What follows belongs to an exercise in optimizing a design on an open flow for small area; a production flow would make more cautious choices.
At most, simulation tests tie the RTL to the original design; equivalence was not proved.
Power is estimated from default activity; no workload was simulated.

==> inputs of job 585 <==
// WTA
module WTA
#(
	parameter  MAXDISPARITY = 64 ,
	parameter  LPDI_WIDTH = 8 ,
	parameter  INPUTDATAWID = 513,
	parameter  OUTPUTDATAWID = 9
  )
(
	input wire                      clk,
	input wire                      en,
	input wire                      pixelEN,
	input  wire[INPUTDATAWID-1:0]   LPDi,
	output wire[OUTPUTDATAWID-1:0]  disparity
);
==> flow/config.mk <==
export PLATFORM = sky130hd
export DESIGN_NAME = WTA
export DESIGN_NICKNAME = WTA
export VERILOG_FILES = /design/flow/design.v
export SDC_FILE = /design/flow/constraint.sdc
export NUM_CORES = 8
export LEC_CHECK = 0
export CAP_MARGIN = 20
export CORE_MARGIN = 2
export CORE_UTILIZATION = 40
export SLEW_MARGIN = 20
==> flow/constraint.sdc <==
create_clock -name core_clock -period 6.67 [get_ports {clk}]
set_input_delay 1.3340 -clock core_clock [delete_from_list [all_inputs] [get_ports {clk}]]
set_output_delay 1.3340 -clock core_clock [all_outputs]
set_load 0.01 [all_outputs]
standard.sh (not shown) runs the stock make flow with config.mk's settings and CLKGATE_MAP_FILE= SYNTH_SCRIPT=/design/flow/synth_recipe.tcl, a recipe that flattens the netlist after the stock synthesis.
==> flow/flow/run.sh <==
#!/bin/bash
set -euo pipefail
W=$PWD
bash standard.sh synth > "$W/synth_ref.log" 2>&1
cp orfs/results/"$FLOW_PLATFORM"/WTA/base/1_2_yosys.v "$W/ref_synth.v"
python3 flow/map.py "$FLOW_DESIGN" "$W/ref_synth.v" "$W/mapped.v" > "$W/map.log" 2>&1
rm -rf orfs
bash standard.sh SYNTH_NETLIST_FILES="$W/mapped.v" \
  "BUFFER_PORTS_ARGS=-buffer_cell sky130_fd_sc_hd__buf_1" GPL_TIMING_DRIVEN=0 finish > "$W/layout.log" 2>&1
==> flow/flow/map.py <==
#!/usr/bin/env python3
"""Technology mapping for this design's RTL, which is written one gate per assignment.

usage: map.py design.v ref_synth.v out.v

Reads design.v (the version's RTL as the layout reads it), maps every
'assign nK = <expression>;' onto the sky130hd cell with that function, every bit of the
step-enabled registers onto sky130_fd_sc_hd__edfxtp_1, and writes the gate netlist.
Register instances get the names the standard synthesis gives them; ref_synth.v (the
standard synthesis of the same design.v) is read to check that the two netlists have the
same registers, by name and cell type. Stops with an error on anything it does not know."""
import re, sys

LIB = {
 'inv':    ('A', 'Y', '~{A}'),
 'nand2':  ('A B', 'Y', '~({A} & {B})'),
 'nor2':   ('A B', 'Y', '~({A} | {B})'),
 'and2':   ('A B', 'X', '{A} & {B}'),
 'or2':    ('A B', 'X', '{A} | {B}'),
 'nand3':  ('A B C', 'Y', '~({A} & {B} & {C})'),
 'nor3':   ('A B C', 'Y', '~({A} | {B} | {C})'),
 'and3':   ('A B C', 'X', '{A} & {B} & {C}'),
 'nand4':  ('A B C D', 'Y', '~({A} & {B} & {C} & {D})'),
 'nor4':   ('A B C D', 'Y', '~({A} | {B} | {C} | {D})'),
 'and4':   ('A B C D', 'X', '{A} & {B} & {C} & {D}'),
 'or4':    ('A B C D', 'X', '{A} | {B} | {C} | {D}'),
 'o22ai':  ('A1 A2 B1 B2', 'Y', '~(({A1} | {A2}) & ({B1} | {B2}))'),
 'a22oi':  ('A1 A2 B1 B2', 'Y', '~(({A1} & {A2}) | ({B1} & {B2}))'),
 'a22o':   ('A1 A2 B1 B2', 'X', '({A1} & {A2}) | ({B1} & {B2})'),
 'o22a':   ('A1 A2 B1 B2', 'X', '({A1} | {A2}) & ({B1} | {B2})'),
 'a21oi':  ('A1 A2 B1', 'Y', '~(({A1} & {A2}) | {B1})'),
 'a221o':  ('A1 A2 B1 B2 C1', 'X', '({A1} & {A2}) | ({B1} & {B2}) | {C1}'),
 'a221oi': ('A1 A2 B1 B2 C1', 'Y', '~(({A1} & {A2}) | ({B1} & {B2}) | {C1})'),
 'o221a':  ('A1 A2 B1 B2 C1', 'X', '({A1} | {A2}) & ({B1} | {B2}) & {C1}'),
 'o221ai': ('A1 A2 B1 B2 C1', 'Y', '~(({A1} | {A2}) & ({B1} | {B2}) & {C1})'),
 'mux2':   ('A0 A1 S', 'X', '{S} ? {A1} : {A0}'),
}
# same-area stronger variants
FREE = {'inv': 2, 'mux2': 2, 'or2': 2, 'o221a': 2}
# (fanout at least, size) per cell type
FANOUT_SIZE = {
 'a221o': [(3, 2)], 'a22o': [(3, 2)], 'o22a': [(3, 2)], 'and2': [(3, 2), (6, 4)], 'and4': [(3, 2), (6, 4)],
 'or2': [(6, 4)], 'and3': [(3, 2), (6, 4)], 'or4': [(3, 2), (6, 4)],
 'nand2': [(6, 2)], 'nand3': [(6, 2)], 'a21oi': [(6, 2)],
}
SIG = r'([A-Za-z_]\w*(?:\s*\[\s*\d+\s*\])?)'

def pattern(tmpl):
    out = ''
    for part in re.split(r'(\{\w+\})', tmpl):
        if part.startswith('{'):
            out += SIG
        else:
            for ch in part:
                out += r'\s*' if ch == ' ' else re.escape(ch)
    return re.compile(r'^\s*' + out + r'\s*$')

PATS = [(k, pattern(v[2]), v[0].split(), v[1]) for k, v in LIB.items()]
# most specific first: longer templates before shorter ones
PATS.sort(key=lambda p: -len(LIB[p[0]][2]))

def norm(s):
    return re.sub(r'\s+', '', s)

def die(msg):
    sys.exit('map.py: ' + msg)

def main():
    src, ref, out = sys.argv[1:4]
    text = open(src).read()
    text = re.sub(r'//[^\n]*', '', text)
    text = re.sub(r'/\*.*?\*/', '', text, flags=re.S)
    cells = []
    wires = []
    for m in re.finditer(r'\bassign\s+(n\d+)\s*=\s*([^;]*);', text):
        lhs, rhs = m.group(1), m.group(2)
        for typ, pat, pins, outpin in PATS:
            mm = pat.match(rhs)
            if mm:
                cells.append((typ, lhs, dict(zip(pins, map(norm, mm.groups()))), outpin))
                wires.append(lhs)
                break
        else:
            die(f'no cell for assign {lhs} = {rhs}')
    m = re.search(r'\bwire\s+step\s*=\s*en\s*&\s*pixelEN\s*;', text)
    if not m:
        die('no step')
    regs = {}
    for m in re.finditer(r'\breg\s*\[\s*(\d+)\s*:\s*0\s*\]\s*(\w+)\s*;', text):
        regs[m.group(2)] = int(m.group(1)) + 1
    blocks = re.findall(r'always\s*@\s*\(\s*posedge\s+clk\s*\)\s*if\s*\(\s*step\s*\)\s*(\w+)\s*<=\s*\{([^}]*)\}\s*;', text)
    if sorted(b[0] for b in blocks) != sorted(regs):
        die(f'registers {sorted(regs)} vs assignments {[b[0] for b in blocks]}')

    def expand(item):
        item = norm(item)
        m = re.fullmatch(r'(\w+)\[(\d+):(\d+)\]', item)
        if m:
            hi, lo = int(m.group(2)), int(m.group(3))
            return [f'{m.group(1)}[{i}]' for i in range(hi, lo - 1, -1)]
        m = re.fullmatch(r"(\d+)'b([01]+)", item)
        if m:
            assert int(m.group(1)) == len(m.group(2))
            return ['zero' if c == '0' else 'one' for c in m.group(2)]
        return [item]

    flops = []
    for name, body in blocks:
        bits = [b for it in body.split(',') for b in expand(it)]
        if len(bits) != regs[name]:
            die(f'{name}: {len(bits)} bits for {regs[name]}')
        for i, d in enumerate(reversed(bits)):
            flops.append((f'{name}[{i}]', d))
    m = re.search(r'\bassign\s+disparity\s*=\s*\{([^}]*)\}\s*;', text)
    if not m:
        die('no disparity')
    outs = [b for it in m.group(1).split(',') for b in expand(it)]
    if len(outs) != 9:
        die('disparity width')
    outs = list(reversed(outs))

    # registers of the standard synthesis
    reftxt = open(ref).read()
    refregs = sorted(re.findall(r'(sky130_fd_sc_hd__\w+)\s+\\(\S+\$_\w+)\s', reftxt))
    mine = sorted(('sky130_fd_sc_hd__edfxtp_1', f'{q}$_DFFE_PP_') for q, _ in flops)
    if refregs != mine:
        die(f'registers differ from the standard synthesis: {refregs[:5]} ... vs {mine[:5]} ...')

    # drive strengths: free upgrades (same area), then by fanout
    fanout = {}
    for typ, o, pins, outpin in cells:
        for n in pins.values():
            fanout[n] = fanout.get(n, 0) + 1
    for q, d in flops:
        fanout[d] = fanout.get(d, 0) + 1
    size = {}
    for typ, o, pins, outpin in cells:
        s_ = FREE.get(typ, 1)
        fo = fanout.get(o, 0)
        for lim, sz in FANOUT_SIZE.get(typ, []):
            if fo >= lim:
                s_ = max(s_, sz)
        size[o] = s_
    regnames = {q for q, _ in flops}
    def net(n):
        if n in regnames:
            return '\\' + n + ' '
        return n
    L = ['module WTA(clk, en, pixelEN, LPDi, disparity);',
         '  input clk; input en; input pixelEN; input [512:0] LPDi; output [8:0] disparity;',
         '  wire step; wire zero;']
    for q, _ in flops:
        L.append(f'  wire {net(q)};')
    for w in wires:
        L.append(f'  wire {w};')
    L.append('  sky130_fd_sc_hd__and2_1 ustep (.A(en), .B(pixelEN), .X(step));')
    for i, (typ, o, pins, outpin) in enumerate(cells):
        ps = ', '.join(f'.{p}({net(n)})' for p, n in pins.items())
        L.append(f'  sky130_fd_sc_hd__{typ}_{size[o]} g{i} ({ps}, .{outpin}({o}));')
    for q, d in flops:
        L.append(f'  sky130_fd_sc_hd__edfxtp_1 \\{q}$_DFFE_PP_  (.CLK(clk), .D({net(d)}), .DE(step), .Q({net(q)}));')
    if 'one' in outs:
        die('constant one output')
    L.append('  sky130_fd_sc_hd__conb_1 tie0 (.LO(zero));')
    for k, o in enumerate(outs):
        L.append(f'  assign disparity[{k}] = {net(o)};')
    L.append('endmodule')
    open(out, 'w').write('\n'.join(L) + '\n')
    print(f'map.py: {len(cells)} gates, {len(flops)} registers')

main()
==> inputs of job 9464, as changes to job 585 <==
--- a/flow/design.v
+++ b/flow/design.v
@@ -2435,46 +2435,46 @@
 assign n1192 = n1011 & n1012;
 assign n1193 = n1013 & n1014;
 assign n1194 = n1191 ? n1011 : n1009;
 assign n1195 = n1191 & n1192;
 assign n1196 = n1193 ? n1015 : n1013;
 assign n1197 = n1195 ? n1196 : n1194;
 assign n1198 = n1195 ? n1193 : n1191;
-assign n1199 = n1127 ? n1149 : n1141;
-assign n1200 = n1127 ? n1150 : n1142;
-assign n1201 = n1127 ? n1147 : n1139;
-assign n1202 = n1127 & n1128;
-assign n1203 = n1129 ? n1165 : n1157;
-assign n1204 = n1129 ? n1166 : n1158;
-assign n1205 = n1129 ? n1163 : n1155;
-assign n1206 = n1129 & n1130;
-assign n1207 = n1131 ? n1181 : n1173;
-assign n1208 = n1131 ? n1182 : n1174;
-assign n1209 = n1131 ? n1179 : n1171;
-assign n1210 = n1131 & n1132;
-assign n1211 = n1133 ? n1197 : n1189;
-assign n1212 = n1133 ? n1198 : n1190;
-assign n1213 = n1133 ? n1195 : n1187;
+assign n1199 = s1[3] ? s1[4] : s1[0];
+assign n1200 = s1[3] ? s1[5] : s1[1];
+assign n1201 = s1[3] ? s1[6] : s1[2];
+assign n1202 = s1[3] & s1[7];
+assign n1203 = s1[11] ? s1[12] : s1[8];
+assign n1204 = s1[11] ? s1[13] : s1[9];
+assign n1205 = s1[11] ? s1[14] : s1[10];
+assign n1206 = s1[11] & s1[15];
+assign n1207 = s1[19] ? s1[20] : s1[16];
+assign n1208 = s1[19] ? s1[21] : s1[17];
+assign n1209 = s1[19] ? s1[22] : s1[18];
+assign n1210 = s1[19] & s1[23];
+assign n1211 = s1[27] ? s1[28] : s1[24];
+assign n1212 = s1[27] ? s1[29] : s1[25];
+assign n1213 = s1[27] ? s1[30] : s1[26];
 assign n1214 = n1202 ? n1203 : n1199;
 assign n1215 = n1202 ? n1204 : n1200;
 assign n1216 = n1202 ? n1205 : n1201;
-assign n1217 = n1202 ? n1129 : n1127;
+assign n1217 = n1202 ? s1[11] : s1[3];
 assign n1218 = n1202 & n1206;
 assign n1219 = n1210 ? n1211 : n1207;
 assign n1220 = n1210 ? n1212 : n1208;
 assign n1221 = n1210 ? n1213 : n1209;
-assign n1222 = n1210 ? n1133 : n1131;
-assign n1223 = s1[5] ? s1[6] : s1[0];
-assign n1224 = s1[5] ? s1[7] : s1[1];
-assign n1225 = s1[5] ? s1[8] : s1[2];
-assign n1226 = s1[5] ? s1[9] : s1[3];
-assign n1227 = s1[5] ? s1[10] : s1[4];
-reg [11:0] s1;
+assign n1222 = n1210 ? s1[27] : s1[19];
+assign n1223 = n1218 ? n1219 : n1214;
+assign n1224 = n1218 ? n1220 : n1215;
+assign n1225 = n1218 ? n1221 : n1216;
+assign n1226 = n1218 ? n1222 : n1217;
+assign n1227 = n1218 ? n1210 : n1202;
+reg [31:0] s1;
 always @(posedge clk)
 if (step)
-	s1 <= {LPDi[512], n1210, n1222, n1221, n1220, n1219, n1218, n1202, n1217, n1216, n1215, n1214};
+	s1 <= {LPDi[512], n1195, n1198, n1197, n1133, n1187, n1190, n1189, n1132, n1179, n1182, n1181, n1131, n1171, n1174, n1173, n1130, n1163, n1166, n1165, n1129, n1155, n1158, n1157, n1128, n1147, n1150, n1149, n1127, n1139, n1142, n1141};
 reg [34:0] pipe;
 always @(posedge clk)
 if (step)
-	pipe <= {pipe[27:0], s1[11], s1[5], n1227, n1226, n1225, n1224, n1223};
+	pipe <= {pipe[27:0], s1[31], n1218, n1227, n1226, n1225, n1224, n1223};
 assign disparity = {pipe[34], 2'b00, pipe[33:28]};
 endmodule
==> flow/flow/run.sh (replaced) <==
#!/bin/bash
set -euo pipefail
W=$PWD
PLAT="$FLOW_HOME/platforms/$FLOW_PLATFORM"
bash standard.sh synth > "$W/synth_ref.log" 2>&1
cp orfs/results/"$FLOW_PLATFORM"/WTA/base/1_2_yosys.v "$W/ref_synth.v"
python3 flow/map.py "$FLOW_DESIGN" "$W/ref_synth.v" "$W/mapped.v" > "$W/map.log" 2>&1
sed 's/\bmodule WTA\b/module WTA_rtl/' "$FLOW_DESIGN" > "$W/rtl_ref.v"
iverilog -g2012 -DFUNCTIONAL -DUNIT_DELAY=#0 -o "$W/selfcheck.vvp" flow/selfcheck_tb.v "$W/rtl_ref.v" \
  "$PLAT/verilog/primitives.v" "$PLAT/verilog/sky130_fd_sc_hd.v" "$W/mapped.v" > "$W/selfcheck.log" 2>&1
vvp -n "$W/selfcheck.vvp" >> "$W/selfcheck.log" 2>&1
grep -q "SELFCHECK PASS" "$W/selfcheck.log"
rm -rf orfs
bash standard.sh SYNTH_NETLIST_FILES="$W/mapped.v" \
  "BUFFER_PORTS_ARGS=-buffer_cell sky130_fd_sc_hd__buf_1" GPL_TIMING_DRIVEN=0 finish > "$W/layout.log" 2>&1
--- a/flow/flow/map.py
+++ b/flow/flow/map.py
@@ -51,15 +51,16 @@
         if part.startswith('{'):
             out += SIG
         else:
             for ch in part:
                 out += r'\s*' if ch == ' ' else re.escape(ch)
     return re.compile(r'^\s*' + out + r'\s*$')
 
-PATS = [(k, pattern(v[2]), v[0].split(), v[1]) for k, v in LIB.items()]
+# pins in the order their placeholders appear in the expression
+PATS = [(k, pattern(v[2]), re.findall(r'\{(\w+)\}', v[2]), v[1]) for k, v in LIB.items()]
 # most specific first: longer templates before shorter ones
 PATS.sort(key=lambda p: -len(LIB[p[0]][2]))
 
 def norm(s):
     return re.sub(r'\s+', '', s)
 
 def die(msg):
==> flow/flow/selfcheck_tb.v (new file) <==
`timescale 1ns/1ps
module selfcheck_tb;
  reg clk = 0;
  reg en, pen;
  reg [512:0] lpdi;
  wire [8:0] d_net, d_rtl;
  WTA     u_net (.clk(clk), .en(en), .pixelEN(pen), .LPDi(lpdi), .disparity(d_net));
  WTA_rtl u_rtl (.clk(clk), .en(en), .pixelEN(pen), .LPDi(lpdi), .disparity(d_rtl));
  integer i, d, kind, steps, errors, seed, base;
  always #5 clk = ~clk;
  initial begin
    seed = 12345; steps = 0; errors = 0;
    en = 0; pen = 0; lpdi = 0;
    for (i = 0; i < 4000; i = i + 1) begin
      @(negedge clk);
      kind = $random(seed) & 7;
      base = $random(seed) & 255;
      for (d = 0; d < 64; d = d + 1)
        case (kind)
          0, 1: lpdi[8*d +: 8] = $random(seed);
          2, 3: lpdi[8*d +: 8] = base + ($random(seed) & 3);
          4:    lpdi[8*d +: 8] = base;
          5:    lpdi[8*d +: 8] = (($random(seed) & 15) == 0) ? ($random(seed) & 1) : 8'hff;
          6:    lpdi[8*d +: 8] = base ^ (1 << ($random(seed) & 7));
          default: lpdi[8*d +: 8] = ($random(seed) & 1) ? base : ~base;
        endcase
      lpdi[512] = $random(seed);
      en = (i < 1000) ? 1'b1 : (($random(seed) & 3) != 0);
      pen = (i < 1000) ? 1'b1 : (($random(seed) & 3) != 0);
      @(posedge clk);
      if (en && pen) steps = steps + 1;
      #1;
      if (steps >= 6 && d_net !== d_rtl) begin
        errors = errors + 1;
        if (errors < 5) $display("mismatch at %0d: net %h rtl %h", i, d_net, d_rtl);
      end
    end
    if (errors == 0) $display("SELFCHECK PASS");
    else $display("SELFCHECK FAIL %0d", errors);
    $finish;
  end
endmodule
==> inputs of job 4471, as changes to job 585 <==
--- a/flow/design.v
+++ b/flow/design.v
@@ -2450,31 +2450,31 @@
 assign n1207 = n1131 ? n1181 : n1173;
 assign n1208 = n1131 ? n1182 : n1174;
 assign n1209 = n1131 ? n1179 : n1171;
 assign n1210 = n1131 & n1132;
 assign n1211 = n1133 ? n1197 : n1189;
 assign n1212 = n1133 ? n1198 : n1190;
 assign n1213 = n1133 ? n1195 : n1187;
-assign n1214 = n1202 ? n1203 : n1199;
-assign n1215 = n1202 ? n1204 : n1200;
-assign n1216 = n1202 ? n1205 : n1201;
-assign n1217 = n1202 ? n1129 : n1127;
-assign n1218 = n1202 & n1206;
-assign n1219 = n1210 ? n1211 : n1207;
-assign n1220 = n1210 ? n1212 : n1208;
-assign n1221 = n1210 ? n1213 : n1209;
-assign n1222 = n1210 ? n1133 : n1131;
-assign n1223 = s1[5] ? s1[6] : s1[0];
-assign n1224 = s1[5] ? s1[7] : s1[1];
-assign n1225 = s1[5] ? s1[8] : s1[2];
-assign n1226 = s1[5] ? s1[9] : s1[3];
-assign n1227 = s1[5] ? s1[10] : s1[4];
-reg [11:0] s1;
+assign n1214 = s1[4] ? s1[5] : s1[0];
+assign n1215 = s1[4] ? s1[6] : s1[1];
+assign n1216 = s1[4] ? s1[7] : s1[2];
+assign n1217 = s1[4] ? s1[8] : s1[3];
+assign n1218 = s1[4] & s1[9];
+assign n1219 = s1[14] ? s1[15] : s1[10];
+assign n1220 = s1[14] ? s1[16] : s1[11];
+assign n1221 = s1[14] ? s1[17] : s1[12];
+assign n1222 = s1[14] ? s1[18] : s1[13];
+assign n1223 = n1218 ? n1219 : n1214;
+assign n1224 = n1218 ? n1220 : n1215;
+assign n1225 = n1218 ? n1221 : n1216;
+assign n1226 = n1218 ? n1222 : n1217;
+assign n1227 = n1218 ? s1[14] : s1[4];
+reg [19:0] s1;
 always @(posedge clk)
 if (step)
-	s1 <= {LPDi[512], n1210, n1222, n1221, n1220, n1219, n1218, n1202, n1217, n1216, n1215, n1214};
+	s1 <= {LPDi[512], n1133, n1213, n1212, n1211, n1210, n1131, n1209, n1208, n1207, n1206, n1129, n1205, n1204, n1203, n1202, n1127, n1201, n1200, n1199};
 reg [34:0] pipe;
 always @(posedge clk)
 if (step)
-	pipe <= {pipe[27:0], s1[11], s1[5], n1227, n1226, n1225, n1224, n1223};
+	pipe <= {pipe[27:0], s1[19], n1218, n1227, n1226, n1225, n1224, n1223};
 assign disparity = {pipe[34], 2'b00, pipe[33:28]};
 endmodule
==> flow/flow/run.sh (replaced) <==
#!/bin/bash
set -euo pipefail
W=$PWD
PLAT="$FLOW_HOME/platforms/$FLOW_PLATFORM"
bash standard.sh synth > "$W/synth_ref.log" 2>&1
cp orfs/results/"$FLOW_PLATFORM"/WTA/base/1_2_yosys.v "$W/ref_synth.v"
python3 flow/map.py "$FLOW_DESIGN" "$W/ref_synth.v" "$W/mapped.v" > "$W/map.log" 2>&1
sed 's/\bmodule WTA\b/module WTA_rtl/' "$FLOW_DESIGN" > "$W/rtl_ref.v"
iverilog -g2012 -DFUNCTIONAL -DUNIT_DELAY=#0 -o "$W/selfcheck.vvp" flow/selfcheck_tb.v "$W/rtl_ref.v" \
  "$PLAT/verilog/primitives.v" "$PLAT/verilog/sky130_fd_sc_hd.v" "$W/mapped.v" > "$W/selfcheck.log" 2>&1
vvp -n "$W/selfcheck.vvp" >> "$W/selfcheck.log" 2>&1
grep -q "SELFCHECK PASS" "$W/selfcheck.log"
rm -rf orfs
bash standard.sh SYNTH_NETLIST_FILES="$W/mapped.v" \
  "BUFFER_PORTS_ARGS=-buffer_cell sky130_fd_sc_hd__buf_1" GPL_TIMING_DRIVEN=0 SETUP_SLACK_MARGIN=0.2 finish > "$W/layout.log" 2>&1
--- a/flow/flow/map.py
+++ b/flow/flow/map.py
@@ -51,15 +51,16 @@
         if part.startswith('{'):
             out += SIG
         else:
             for ch in part:
                 out += r'\s*' if ch == ' ' else re.escape(ch)
     return re.compile(r'^\s*' + out + r'\s*$')
 
-PATS = [(k, pattern(v[2]), v[0].split(), v[1]) for k, v in LIB.items()]
+# pins in the order their placeholders appear in the expression
+PATS = [(k, pattern(v[2]), re.findall(r'\{(\w+)\}', v[2]), v[1]) for k, v in LIB.items()]
 # most specific first: longer templates before shorter ones
 PATS.sort(key=lambda p: -len(LIB[p[0]][2]))
 
 def norm(s):
     return re.sub(r'\s+', '', s)
 
 def die(msg):
==> flow/flow/selfcheck_tb.v (new file) <==
`timescale 1ns/1ps
module selfcheck_tb;
  reg clk = 0;
  reg en, pen;
  reg [512:0] lpdi;
  wire [8:0] d_net, d_rtl;
  WTA     u_net (.clk(clk), .en(en), .pixelEN(pen), .LPDi(lpdi), .disparity(d_net));
  WTA_rtl u_rtl (.clk(clk), .en(en), .pixelEN(pen), .LPDi(lpdi), .disparity(d_rtl));
  integer i, d, kind, steps, errors, seed, base;
  always #5 clk = ~clk;
  initial begin
    seed = 12345; steps = 0; errors = 0;
    en = 0; pen = 0; lpdi = 0;
    for (i = 0; i < 4000; i = i + 1) begin
      @(negedge clk);
      kind = $random(seed) & 7;
      base = $random(seed) & 255;
      for (d = 0; d < 64; d = d + 1)
        case (kind)
          0, 1: lpdi[8*d +: 8] = $random(seed);
          2, 3: lpdi[8*d +: 8] = base + ($random(seed) & 3);
          4:    lpdi[8*d +: 8] = base;
          5:    lpdi[8*d +: 8] = (($random(seed) & 15) == 0) ? ($random(seed) & 1) : 8'hff;
          6:    lpdi[8*d +: 8] = base ^ (1 << ($random(seed) & 7));
          default: lpdi[8*d +: 8] = ($random(seed) & 1) ? base : ~base;
        endcase
      lpdi[512] = $random(seed);
      en = (i < 1000) ? 1'b1 : (($random(seed) & 3) != 0);
      pen = (i < 1000) ? 1'b1 : (($random(seed) & 3) != 0);
      @(posedge clk);
      if (en && pen) steps = steps + 1;
      #1;
      if (steps >= 6 && d_net !== d_rtl) begin
        errors = errors + 1;
        if (errors < 5) $display("mismatch at %0d: net %h rtl %h", i, d_net, d_rtl);
      end
    end
    if (errors == 0) $display("SELFCHECK PASS");
    else $display("SELFCHECK FAIL %0d", errors);
    $finish;
  end
endmodule
==> qor summary <==
metric                                                                                         job 4471            job 9464            job 585
Power density normalized to cell area                                                     167.9 nW/um^2       174.2 nW/um^2      165.7 nW/um^2
Total Die Area                                                                              27080 sq um         28010 sq um        26460 sq um
Worst path most repeated cell                                                                   nand3_4             nand3_4            nand3_2
Worst setup slack for register-to-register paths                                                5.29 ns             5.04 ns            5.67 ns
Total number of cells along the worst setup path                                                     28                  24                 28
Post-Syn Area                                                                               10310 sq um         10670 sq um        10070 sq um
Clock transition time at the flip-flop clock pins of the worst setup and hold paths             0.07 ns             0.06 ns            0.07 ns
Largest stage delay on the critical path                                                        0.41 ns             0.55 ns            0.43 ns
Insertion delay of the later-clocked pin in the worst-skew pair                                 0.29 ns             0.33 ns            0.29 ns
Hold wc startpoint                                                                   pipe[14]$_DFFE_PP_  pipe[15]$_DFFE_PP_  pipe[2]$_DFFE_PP_
Fill cells                                                                                         2379                2647               2337
Clock Power                                                                                  0.000306 W          0.000463 W         0.000249 W
Fraction of area in non-clock buffers                                                            16.83%              14.70%             18.63%
Outcome                                                                        timing/DRC/antenna clean  timing/DRC/antenna clean    failed layout checks
Layout check failures                                                                                 -                   -       setup timing
Multi-input gate area                                                                       10460 sq um          8887 sq um        10870 sq um
Final standard cell area without fillers                                                    15300 sq um         13620 sq um        15790 sq um
Met1 routing resource usage after global routing                                                 40.63%              40.04%             43.23%
Multi-input combinational area share                                                             68.37%              65.24%             68.83%
Power after layout                                                                           0.002570 W          0.002373 W         0.002616 W
Via count of the first global-routing pass                                                        13520               13490              13570
Final worst hold slack                                                                        0.4186 ns           0.4123 ns          0.4180 ns
Number of antenna repair diodes                                                                      10                   3                  3
Placed standard-cell area                                                                   12690 sq um         13090 sq um        12470 sq um
Headroom to the max-slew limit                                                                   52.39%              60.44%                  -
Worst Setup Slack post-DPL                                                                   -0.6992 ns          -0.4629 ns          -1.027 ns
Function not checked in job 585 and job 9464: the RTL went through the layout flow alone.

re-timing with driven ports:
The flow's constraints put no driver on any port. The routed layouts listed below were extracted and timed again, unchanged, in two steps.
Step 1, drivers: a clkbuf_16 drives clk and a buf_2 each remaining input, both assumed.
Step 2 also shifts input and output timing later by t, the mid clock arrival at the registers, as if the neighbouring blocks saw the same clock.
Slacks: ideal / step 1 / step 2; pairs: ideal / step 1.
run | shift t [ns] | setup WS [ns] | worst slew at a driven data input, ns | cell pins on the clock port's net
job 585 | 0.325 | -0.059 / -0.044 / -0.368 | 0.16 | 1
job 9464 | 0.370 | 0.194 / 0.211 / -0.160 | 0.10 | 1
job 4471 | 0.327 | 0.287 / 0.247 / -0.080 | 0.14 | 1
Met with ideal ports but missed after step 2: setup timing in job 9464 and job 4471. For job 4471, which loses most, drivers alone change the setup slack by -0.040 ns; drivers and shift together by -0.367 ns.
